This design comes from an exercise in tuning for small area and a short achievable clock period on the open sky130 flow, not from production work.
Where RTL was checked, it was by simulation tests only, not by an equivalence proof against the original.
For run 2, only the layout was checked, not whether the RTL still works.
Power and IR drop assume default switching activity.

==> flow/design.v <==
module Ques3 (out,zero,Data_in, Read_Addr_1, Read_Addr_2, Write_Addr, Write_Enable, Clock, Mux_ctrl,opcode);
output [31:0] out;
output zero;
input [31:0] Data_in;
input [4:0] Read_Addr_1, Read_Addr_2, Write_Addr;
input [2:0] opcode;
input Write_Enable,Clock,Mux_ctrl; 
wire [31:0] r2a1, r2a2, m2r;
mux_behav1 MUX(m2r,Data_in,out,Mux_ctrl);
Register_File1 RF(r2a1,r2a2,m2r, Read_Addr_1, Read_Addr_2, Write_Addr, Write_Enable, Clock);
ALU1 ALU(out,zero,opcode,r2a1,r2a2);
endmodule
module mux_behav1(out, in1,in2,sel );   
output [31:0] out;                           
input [31:0] in1,in2;
input sel;
reg [31:0] out;
always@(in1 or in2 or sel)
begin
	if (sel) 
out =in2;
           else	
	out=in1;
end
endmodule
module Register_File1 (Data_Out_1, Data_Out_2, Data_in, Read_Addr_1, Read_Addr_2, Write_Addr, Write_Enable, Clock); 
output [31: 0] Data_Out_1, Data_Out_2; 
input [31: 0] Data_in; 
input [4: 0] Read_Addr_1, Read_Addr_2, Write_Addr; 
input Write_Enable, Clock; 
reg [31: 0] Reg_File [31: 0];  
assign Data_Out_1 = Reg_File[Read_Addr_1]; 
assign Data_Out_2 = Reg_File[Read_Addr_2]; 
always @ (posedge Clock) begin 
if (Write_Enable) 
Reg_File[Write_Addr] <= Data_in; 
end 
endmodule 
module ALU1(Result,zero,opcode,A,B);
output[31:0] Result;
input [31:0] A,B;
input [2:0] opcode;
reg   [31:0] Result;
output zero;
always @ (*)
       case (opcode)
      3'd0:  Result = A+B;
      3'd1:  Result = A-B;
      3'd2:  Result = A &B;
      3'd3:  Result = A^B;
      3'd4:  Result = A|B;
      3'd5:  Result = A+1;
      3'd6:  Result = A<<<B;
      3'd7:  Result = A>>>B;
      default:	Result = 32'd0;
    endcase
	assign zero = (Result == 32'b0);
endmodule
==> flow/run.sh <==
#!/bin/bash
# synth_recipe.tcl (not shown) runs the flow's synth.tcl, then flattens the netlist and writes it again
# the make line also repeats each setting of config.mk as NAME=value (left out here)
make -C /OpenROAD-flow-scripts/flow DESIGN_CONFIG=/design/flow/config.mk WORK_HOME=/design/flow/orfs CLKGATE_MAP_FILE= SYNTH_SCRIPT=/design/flow/synth_recipe.tcl finish
==> flow/config.mk <==
export PLATFORM = sky130hd
export DESIGN_NAME = Ques3
export DESIGN_NICKNAME = Ques3
export VERILOG_FILES = /design/flow/design.v
export SDC_FILE = /design/flow/constraint.sdc
export NUM_CORES = 4
export LEC_CHECK = 0
export CAP_MARGIN = 20
export CORE_MARGIN = 2
export CORE_UTILIZATION = 40
export SLEW_MARGIN = 20
==> flow/constraint.sdc <==
create_clock -name core_clock -period 11.0 [get_ports {Clock}]
set_input_delay 2.2000 -clock core_clock [delete_from_list [all_inputs] [get_ports {Clock}]]
set_output_delay 2.2000 -clock core_clock [all_outputs]
set_load 0.01 [all_outputs]
==> reports/metrics.cfg, run 1 <==
[floorplan]
core_area_mm2=0.142
dieArea_mm2=0.146
die_h_um=383
io_pins=86
initial_utilization_pct=40.4
rows=138
die_w_um=383

[global_route]
grt_pass1_wl_mm=307
grt_use_met1_pct=39.5
overflow=0
met2_usage_pct=46.1
grt_max_degree=86
antenna_found_initial=3
grt_pass1_vias=41500
globalRouteMet3Util_pct=6.01
grt-busiest-layer=met2
grt_use_total_pct=29.3

[cts]
clock_sinks=1024
htreeDepth=3
clock-root-buffer=clkbuf_16
clock_latency_ps=760
tritoncts=built
clk_pin_slew_ps=60
ctsHoldBuffers=0
numCtsBuffers=107
clock_path_buffers=3

[setup_path]
max_stage_delay_ps=340
crit_required_ps=8800
crit_path_start_kind=input pin
cp.arrival_ps=8470
slowest_stage=ha_2
rr_endpoint=RF.Reg_File[17][31]
criticalPathCategory=in -> out
crit_fanout=17
path_delay_family=compound AO/OA/AOI/OAI gates
reg2reg_slack_ps=4300
cp_num_buf_inv=9
setup.worst_path.end_class=output pin
reg2regPathDepth=32
r2r-start=RF.Reg_File[11][2]

[layout]
nNetsFinal=4742
layout.cells.non_filler=6565
drive_gt1_share_pct=25.9
top_regs=RF.Reg_File: 1024 flops
largest_reg_flops=1024
regMostFlops=RF.Reg_File
syn2layout_area_growth_pct=18.6

[route]
antenna_left=0
vias=42300
first_pass_iters=8
drcViolationCount=0
via_per_inst=6.44
wl_mm=218
post_drt_wl_per_cell_um=33.2
drt_iter0_drc=6028

[logic_synthesis]
syn_inst=4139
synth_top_family_by_area=multiplexers
synth_compound_area_share_pct=9.34
synth_top_area_share_pct=53.6
muxShareOfSynthArea_pct=23.7
synth-adder-area-share_pct=2.28
async_flop_share_pct=0
ys_warn_count=3
synthSimpleGateAreaFrac_pct=7.09
synth_xor_area_share_pct=0.565
yosysMostFrequentCell=edfxtp_1
synth_edf_count=1024
synth-seq-cells=1024
synth_top_cell_by_area=edfxtp_1
synthTopCellsByArea=edfxtp_1 54%, mux4_2 12%, mux2i_1 11%, a22oi_1 3.1%, ha_1 2.2%
synth_top_flop_cell=edfxtp_1
ys_types=89
ys_seq_area_share_pct=53.6
syn_area_mm2=0.0573
avgSynthCellArea_um2=13.8
syn-num-nets=4296
yosys-top-cells-count=1024 x edfxtp_1, 612 x mux2i_1, 305 x mux4_2

[sta]
hold_viol_final=0
period_needed_ps=10670
tightest_slew_ps=1070
fin_crit_sh_pct=97.0
final_max_slew_viol_count=0
skew_ps=58.0
timing.hold.ws_ps=2150
slew_headroom_pct=28.5
timing.fmax_ghz=0.0937
setup-violations-final=0
fin_setup_tns_ps=0

[power_and_ir_drop]
p_seq_share_pct=42.1
power_frac_clock_pct=35.3
power.density_mw_per_mm2=158
p_int_mw=7.62
swShare_pct=28.8
p_comb_share_pct=22.6
switchingPower_mw=3.09
vdd_drop_max_mv=0.146
p_leak_nw=24.3
finalPower_mw=10.7

[run_status]
status=complete, no violations

[flow_run]
cap_violations=0

[placement]
dp_hpwl_mm=145
io_buffers=85
routabilityCongestion=0.972
dp.cells=6356

[worst_hold_path]
hp-start=RF.Reg_File[20][30]
hold_end=RF.Reg_File[14][30]
whs_path_depth=12
hold_class=reg -> reg

[cells in the final DEF, fill, tap and decap left out, drive strengths merged, types with 25 or more instances in the layout]
cell / n
o22ai: 50
nand2: 147
edfxtp: 1024
mux2i: 612
and3: 25
a221oi: 28
nor2b: 37
nand4: 44
nand3: 135
xnor2: 29
ha: 103
a22oi: 240
clkdlybuf4s50: 71
buf: 569
mux4: 306
mux2: 49
o21ai: 133
a21oi: 137
nor2: 222
inv: 104
clkbuf: 119
clkinv: 54
nor3: 74
[worst reg2reg max path, delay by kind of cell (launching register included)]
kind,cells,cell delay [ps]
buffers and inverters,10,1820
AO/OA/AOI/OAI,10,1750
AND/OR/NAND/NOR,8,1360
multiplexers,2,630
flip-flops,1,420
adder cells (fa/ha/maj),1,280
XOR/XNOR,1,140
[power by group through the flow]
stage,clock (mW),sequential (mW),combinational (mW)
global route,3.96,4.51,2.55
finish,3.78,4.51,2.42
global placement,0,4.59,2.34
detailed placement,0,4.59,2.35
CTS,3.80,4.51,2.37
floorplan,0,4.58,1.25
[metal layers]
| metal | wire length (µm) | vias up |
|---|---|---|
| met2 | 99400 | 2572 |
| met5 | 13 | - |
| met4 | 10200 | 2 |
| li1 | - | 17600 |
| met1 | 85400 | 21600 |
| met3 | 22800 | 495 |
[cells by family after synthesis]
logic type               Yosys count
XOR/XNOR                          37
buffers and inverters            406
adder cells (fa/ha/maj)          104
multiplexers                     967
AO/OA/AOI/OAI                    787
flip-flops                      1024
AND/OR/NAND/NOR                  814
[what timing repair did]
action,4_1_cts,5_1_grt
pin swaps,4,10
resized for setup,22,31
buffers inserted,3,6
cloned,0,1
setup endpoints to repair,3,5
[layout make-up]
type | instances | area, µm²
Sequential cell | 1024 | 30700
Tap cell | 1890 | 2360
Antenna cell | 3 | 7.51
Clock buffer | 117 | 2720
Timing Repair Buffer | 642 | 5590
Inverter | 101 | 384
Clock inverter | 79 | 933
Multi-Input combinational cell | 2709 | 25200
Fill cell | 12300 | 74000
[through the flow]
| step | utilization, % | cell area [µm²] | worst slack, ps |
|---|---|---|---|
| after floorplan | - | 57300 | 82.9 |
| after global placement | 45.1 | 64000 | -831 |
| after detailed placement | 45.1 | 64100 | -544 |
| after CTS | 47.8 | 67800 | 29.2 |
| after global routing | 47.9 | 68000 | -5.49 |
| final | 47.9 | 68000 | 329 |
[worst max-delay path by stage]
stage | from | endpoint | slack [ps] | cells past startpoint
2_1_floorplan | Read_Addr_2[2] | zero | 80 | 33
3_5_place_dp | Read_Addr_2[0] | zero | -540 | 29
3_3_place_gp | Read_Addr_2[0] | zero | -830 | 28
6_report | Read_Addr_2[1] | zero | 330 | 31
5_1_grt | Read_Addr_2[0] | zero | -5 | 33
4_1_cts | Read_Addr_2[0] | out[31] | 30 | 34
==> inputs of run 2 (changes only) <==
==> flow/design.v (replaced) <==
module Ques3 (out, zero, Data_in, Read_Addr_1, Read_Addr_2, Write_Addr, Write_Enable, Clock, Mux_ctrl, opcode);
  output [31:0] out;
  output zero;
  input  [31:0] Data_in;
  input  [4:0]  Read_Addr_1, Read_Addr_2, Write_Addr;
  input  [2:0]  opcode;
  input         Write_Enable, Clock, Mux_ctrl;
  reg  [31:0] Reg_File [0:31];
  wire [31:0] sel1 = 32'd1 << Read_Addr_1;
  wire [31:0] sel2 = 32'd1 << Read_Addr_2;
  wire [31:0] wsel = 32'd1 << Write_Addr;
  reg  [31:0] A, B;
  integer i;
  always @(*) begin
    A = 32'd0;
    B = 32'd0;
    for (i = 0; i < 32; i = i + 1) begin
      A = A | ({32{sel1[i]}} & Reg_File[i]);
      B = B | ({32{sel2[i]}} & Reg_File[i]);
    end
  end
  wire [31:0] wdata = Mux_ctrl ? out : Data_in;
  genvar g;
  generate
    for (g = 0; g < 32; g = g + 1) begin : row
      always @(posedge Clock)
        if (Write_Enable & wsel[g])
          Reg_File[g] <= wdata;
    end
  endgenerate
  wire        sub  = (opcode == 3'd1);
  wire        inc  = (opcode == 3'd5);
  wire [31:0] b2   = inc ? 32'd0 : (sub ? ~B : B);
  wire        cin  = sub | inc;
  wire [32:0] s33  = {A, 1'b1} + {b2, cin};
  wire [31:0] sum  = s33[32:1];
  wire        big  = |B[31:5];
  wire [4:0]  sh   = B[4:0];
  wire [31:0] shl  = big ? 32'd0 : (A << sh);
  wire [31:0] shr  = big ? 32'd0 : (A >> sh);
  wire [31:0] x_ab = A ^ B;
  reg  [31:0] res;
  always @(*)
    case (opcode)
      3'd0, 3'd1, 3'd5: res = sum;
      3'd2: res = A & B;
      3'd3: res = x_ab;
      3'd4: res = A | B;
      3'd6: res = shl;
      default: res = shr;
    endcase
  assign out = res;
  wire [31:0] orab  = A | B;
  wire        z_add = ~|(x_ab ^ {orab[30:0], 1'b0});
  wire        z_eq  = ~|x_ab;
  wire        z_and = ~|(A & B);
  wire        z_or  = ~|orab;
  wire        z_inc = &A;
  wire [31:0] mskl  = 32'hFFFFFFFF >> sh;
  wire [31:0] mskr  = 32'hFFFFFFFF << sh;
  wire        z_shl = big | ~|(A & mskl);
  wire        z_shr = big | ~|(A & mskr);
  reg z;
  always @(*)
    case (opcode)
      3'd0: z = z_add;
      3'd1, 3'd3: z = z_eq;
      3'd2: z = z_and;
      3'd4: z = z_or;
      3'd5: z = z_inc;
      3'd6: z = z_shl;
      default: z = z_shr;
    endcase
  assign zero = z;
endmodule
==> run 2 against run 1 <==
  * Routed wire length grew 66%
  * Global-route usage grew 19 points
  * Core utilization grew 1.7 points
  * Register-to-register slack gained 510 ps
  * Final area grew 3.0%
  * Synthesized cell count grew 22%
  * Sequential cell count is the same
  * Still clean
  * Clock-buffer cell count grew 2
==> reports/metrics.cfg, run 2 <==
[global_route]
antenna_found_initial=30  ; was 3
grt_pass1_wl_mm=476  ; was 307 mm
grt_pass1_vias=52800  ; was 41500
grt_max_degree=65  ; was 86
overflow=0  ; unchanged
grt_use_total_pct=48.2  ; was 29.3%

[cts]
clk_pin_slew_ps=70  ; was 60 ps
clock-root-buffer=clkbuf_16  ; unchanged
htreeDepth=3  ; unchanged
clock_path_buffers=3  ; unchanged
clock_latency_ps=740  ; was 760 ps
clock_sinks=1024  ; unchanged
numCtsBuffers=102  ; was 107
tritoncts=built  ; unchanged
ctsHoldBuffers=0  ; unchanged

[setup_path]
worstSetupStartpoint=Read_Addr_1[4]  ; was Read_Addr_2[1]
crit_path_start_kind=input pin  ; unchanged
setup.worst_path.end_class=output pin  ; unchanged
crit_path_end=out[30]  ; was zero
reg2regPathDepth=21  ; was 32
r2r-start=Reg_File[1][4]  ; was RF.Reg_File[11][2]
crit_required_ps=8800  ; about the same
rr_endpoint=Reg_File[28][28]  ; was RF.Reg_File[17][31]
reg2reg_slack_ps=4810  ; was 4300 ps
crit_fanout=18  ; was 17
criticalPathCategory=in -> out  ; unchanged
cp.arrival_ps=8660  ; was 8470 ps

[layout]
fill_cells=12700  ; was 12300
largest_reg_flops=1024  ; unchanged
final_common_cell=edfxtp_1  ; unchanged
register_area_mm2=0.0307  ; unchanged
layout_common_cells=1024 x edfxtp_1, 767 x buf_4, 705 x and3_1  ; was 1024 x edfxtp_1, 612 x mux2i_1, 512 x buf_4
multi_input_area_mm2=0.0247  ; was 0.0252 mm²
nNetsFinal=5776  ; was 4742
drive_gt1_share_pct=23.0  ; was 25.9%
regMostFlops=Reg_File  ; was RF.Reg_File
top_regs=Reg_File: 1024 flops  ; was RF.Reg_File: 1024 flops
syn2layout_area_growth_pct=23.2  ; was 18.6%

[route]
drcViolationCount=0  ; unchanged
first_pass_iters=10  ; was 8
highest_layer=met5  ; unchanged
vias=57100  ; was 42300
post_drt_wl_per_cell_um=47.4  ; was 33.2 µm
antenna_left=0  ; unchanged
route.met2.wl_mm=149  ; was 99.4 mm
wl_mm=362  ; was 218 mm
wl_met1_mm=121  ; was 85.4 mm
drt_iter0_drc=11600  ; was 6028
wl_met3_mm=52.6  ; was 22.8 mm
via_per_inst=7.49  ; was 6.44

[power_and_ir_drop]
swShare_pct=33.4  ; was 28.8%
power.density_mw_per_mm2=167  ; was 158 mW/mm²
vdd_drop_max_mv=0.131  ; was 0.146 mV
finalPower_mw=11.7  ; was 10.7 mW
p_leak_nw=27.4  ; was 24.3 nW
power_frac_clock_pct=32.9  ; was 35.3%
p_seq_share_pct=38.6  ; was 42.1%
switchingPower_mw=3.91  ; was 3.09 mW
p_int_mw=7.80  ; was 7.62 mW
p_comb_share_pct=28.5  ; was 22.6%

[floorplan]
rows=138  ; unchanged
die_w_um=381  ; was 383 µm
die_h_um=381  ; was 383 µm
core_area_mm2=0.141  ; was 0.142 mm²
dieArea_mm2=0.145  ; was 0.146 mm²
initial_utilization_pct=40.2  ; was 40.4%
io_pins=86  ; unchanged

[sta]
slew_headroom_pct=14.7  ; was 28.5%
tightest_slew_ps=1280  ; was 1070 ps
timing.fmax_ghz=0.0921  ; was 0.0937 GHz
skew_ps=35.3  ; was 58.0 ps
period_needed_ps=10860  ; was 10670 ps
hold_viol_final=0  ; unchanged
setup-violations-final=0  ; unchanged
timing.hold.ws_ps=1890  ; was 2150 ps
final_max_slew_viol_count=0  ; unchanged
fin_crit_sh_pct=98.7  ; was 97.0%

[placement]
routabilityCongestion=1.07  ; was 0.972
dp_hpwl_mm=246  ; was 145 mm
io_buffers=85  ; unchanged

[logic_synthesis]
synth-seq-cells=1024  ; unchanged
ys_warn_count=2  ; was 3
synth_top_cell_by_area=edfxtp_1  ; unchanged
syn_area_mm2=0.0568  ; was 0.0573 mm²
yosysMostFrequentCell=edfxtp_1  ; unchanged
synth_top_flop_cell=edfxtp_1  ; unchanged
syn_inst=5030  ; was 4139
yosys-top-cells-count=1024 x edfxtp_1, 707 x and3_1, 355 x a22oi_1  ; was 1024 x edfxtp_1, 612 x mux2i_1, 305 x mux4_2
synthTopCellsByArea=edfxtp_1 54%, and3_1 7.8%, a22oi_1 4.7%, a2111oi_0 2.8%, nand3_1 2.4%  ; was edfxtp_1 54%, mux4_2 12%, mux2i_1 11%, a22oi_1 3.1%, ha_1 2.2%
synth_top_area_share_pct=54.1  ; was 53.6%
syn-num-nets=5180  ; was 4296
ys_seq_area_share_pct=54.1  ; was 53.6%
ys_types=104  ; was 89
synth_edf_count=1024  ; unchanged
async_flop_share_pct=0  ; unchanged
avgSynthCellArea_um2=11.3  ; was 13.8 µm²

[worst_hold_path]
hold_class=reg -> reg  ; unchanged

[run_status]
status=complete, no violations  ; unchanged

[flow_run]
cap_violations=0  ; unchanged

-- run 2: cell types whose count changed after synthesis, sizes merged, moves of 48 or more --
cell | before | now
a2111oi | 5 | 206
a22oi | 240 | 355
and3 | 25 | 708
clkbuf | 127 | 276
mux2i | 612 | 128
mux4 | 306 | 0
nand2 | 147 | 204
nand3 | 135 | 281
nand4 | 44 | 158
nor2 | 222 | 296
nor4 | 17 | 88
o21ai | 133 | 85
-- run 2: cell families (layout without fill, tap and decap cells) --
group                    count (synthesis)  after routing  synth area share (%)
XOR/XNOR                                54             54                 0.832
buffers and inverters                  519           1202                  3.97
other                                    0             23                     0
adder cells (fa/ha/maj)                 99             99                  2.18
AND/OR/NAND/NOR                       1983           1983                  20.1
flip-flops                            1024           1024                  54.1
AO/OA/AOI/OAI                         1191           1191                  15.9
multiplexers                           160            160                  2.89
-- run 2: layout make-up --
cell class / count / area share, %
antenna: 23 / 0.0822
timing repair buffer: 937 / 11.8
clock inverter: 72 / 1.38
sequential: 1024 / 43.9
clock buffer: 119 / 3.74
multi-input combinational: 3487 / 35.3
tap: 1890 / 3.38
inverter: 74 / 0.399
-- run 2: metrics by stage --
stage / instances / utilization (%) / cell area, µm² / setup WS (ps) / setup TNS, ps
after global placement: 7402 / 46.8 / 66100 / -194 / -424
after floorplan: 5030 / - / 56800 / 1470 / 0
after global routing: 7604 / 49.5 / 69900 / -9.88 / -10.3
after detailed placement: 7404 / 46.8 / 66100 / -39.2 / -62.7
after CTS: 7595 / 49.4 / 69700 / 3.62 / 0
final: 7626 / 49.6 / 70000 / 144 / 0
-- run 2: critical path, cell delays in order --
cell and delay (ps):
clkdlybuf4s50_1 490, buf_4 190, buf_4 180, nor3_2 60
buf_4 230, buf_4 280, a32o_1 260, a221oi_1 300
nand4_1 180, or4_1 560, buf_4 200, ha_1 310
buf_4 150, a221o_1 370, buf_4 150, a221o_1 380
o31a_1 280, o31ai_1 260, buf_4 160, o21bai_1 90
a21oi_1 180, xnor2_1 210, a221oi_2 350, nand2_1 100
clkdlybuf4s50_1 500
-- run 2: metal layers --
| metal | vias to the layer above | track usage [%] |
|---|---|---|
| met2 | 5919 | 69.3 |
| met5 | - | 0 |
| li1 | 21500 | - |
| met3 | 1756 | 17.0 |
| met4 | 22 | 41.9 |
| met1 | 27900 | 57.3 |
-- run 2: power by group through the flow --
stage	registers, mW	clock network (mW)	logic (mW)
after floorplan	4.60	0	1.44
after global placement	4.60	0	3.19
after detailed placement	4.60	0	3.17
after CTS	4.52	3.84	3.18
after global routing	4.52	3.98	3.39
final	4.52	3.85	3.34
-- run 2: worst min path at each step --
stage / endpoint / from / depth (start not counted) / slack [ps]
after global routing: Reg_File[23][10] / Reg_File[0][4] / 8 / 1930
after floorplan: Reg_File[0][15] / Reg_File[23][15] / 8 / 1470
final: Reg_File[23][10] / Reg_File[0][4] / 8 / 1890
after global placement: Reg_File[17][29] / Reg_File[25][4] / 8 / 1780
after detailed placement: Reg_File[31][10] / Reg_File[25][4] / 8 / 1800
after CTS: Reg_File[23][10] / Reg_File[25][4] / 8 / 1800
-- run 2: timing repair --
item,CTS,global route
gates cloned,0,0
pin swaps,2,5
resized for setup,1,40
hold endpoints to repair,0,0
setup endpoints to repair,3,8
setup buffers,0,7

-- static timing again, ports no longer ideal --
The flow's constraints put no driver on any port. The routed layouts listed below were extracted and timed again, unchanged, in two steps.
Step 1, drivers: a clkbuf_16 drives Clock and a buf_2 each remaining input, both assumed.
Step 2 adds t to the input delays and takes it off the output delays; t is the mean of the earliest and latest rising clock arrival at the registers after step 1. Input paths then give back, and output paths get back, about the clock's delay inside the block.
Three values: ideal ports, drivers, drivers and shift; two values: the first two.
run | t (ns) | setup WS [ns] | hold slack, ns | worst slew at a driven data input, ns
run 1 | 0.813 | 0.329 / 0.210 / 0.210 | 2.152 / 2.152 / 2.152 | 0.12
run 2 | 0.792 | 0.144 / 0.069 / 0.069 | 1.895 / 1.895 / 1.895 | 0.09
After both steps every run listed still meets setup and hold. The setup slack of run 1, which loses most, moves by -0.119 ns with the drivers and by -0.119 ns with both steps.
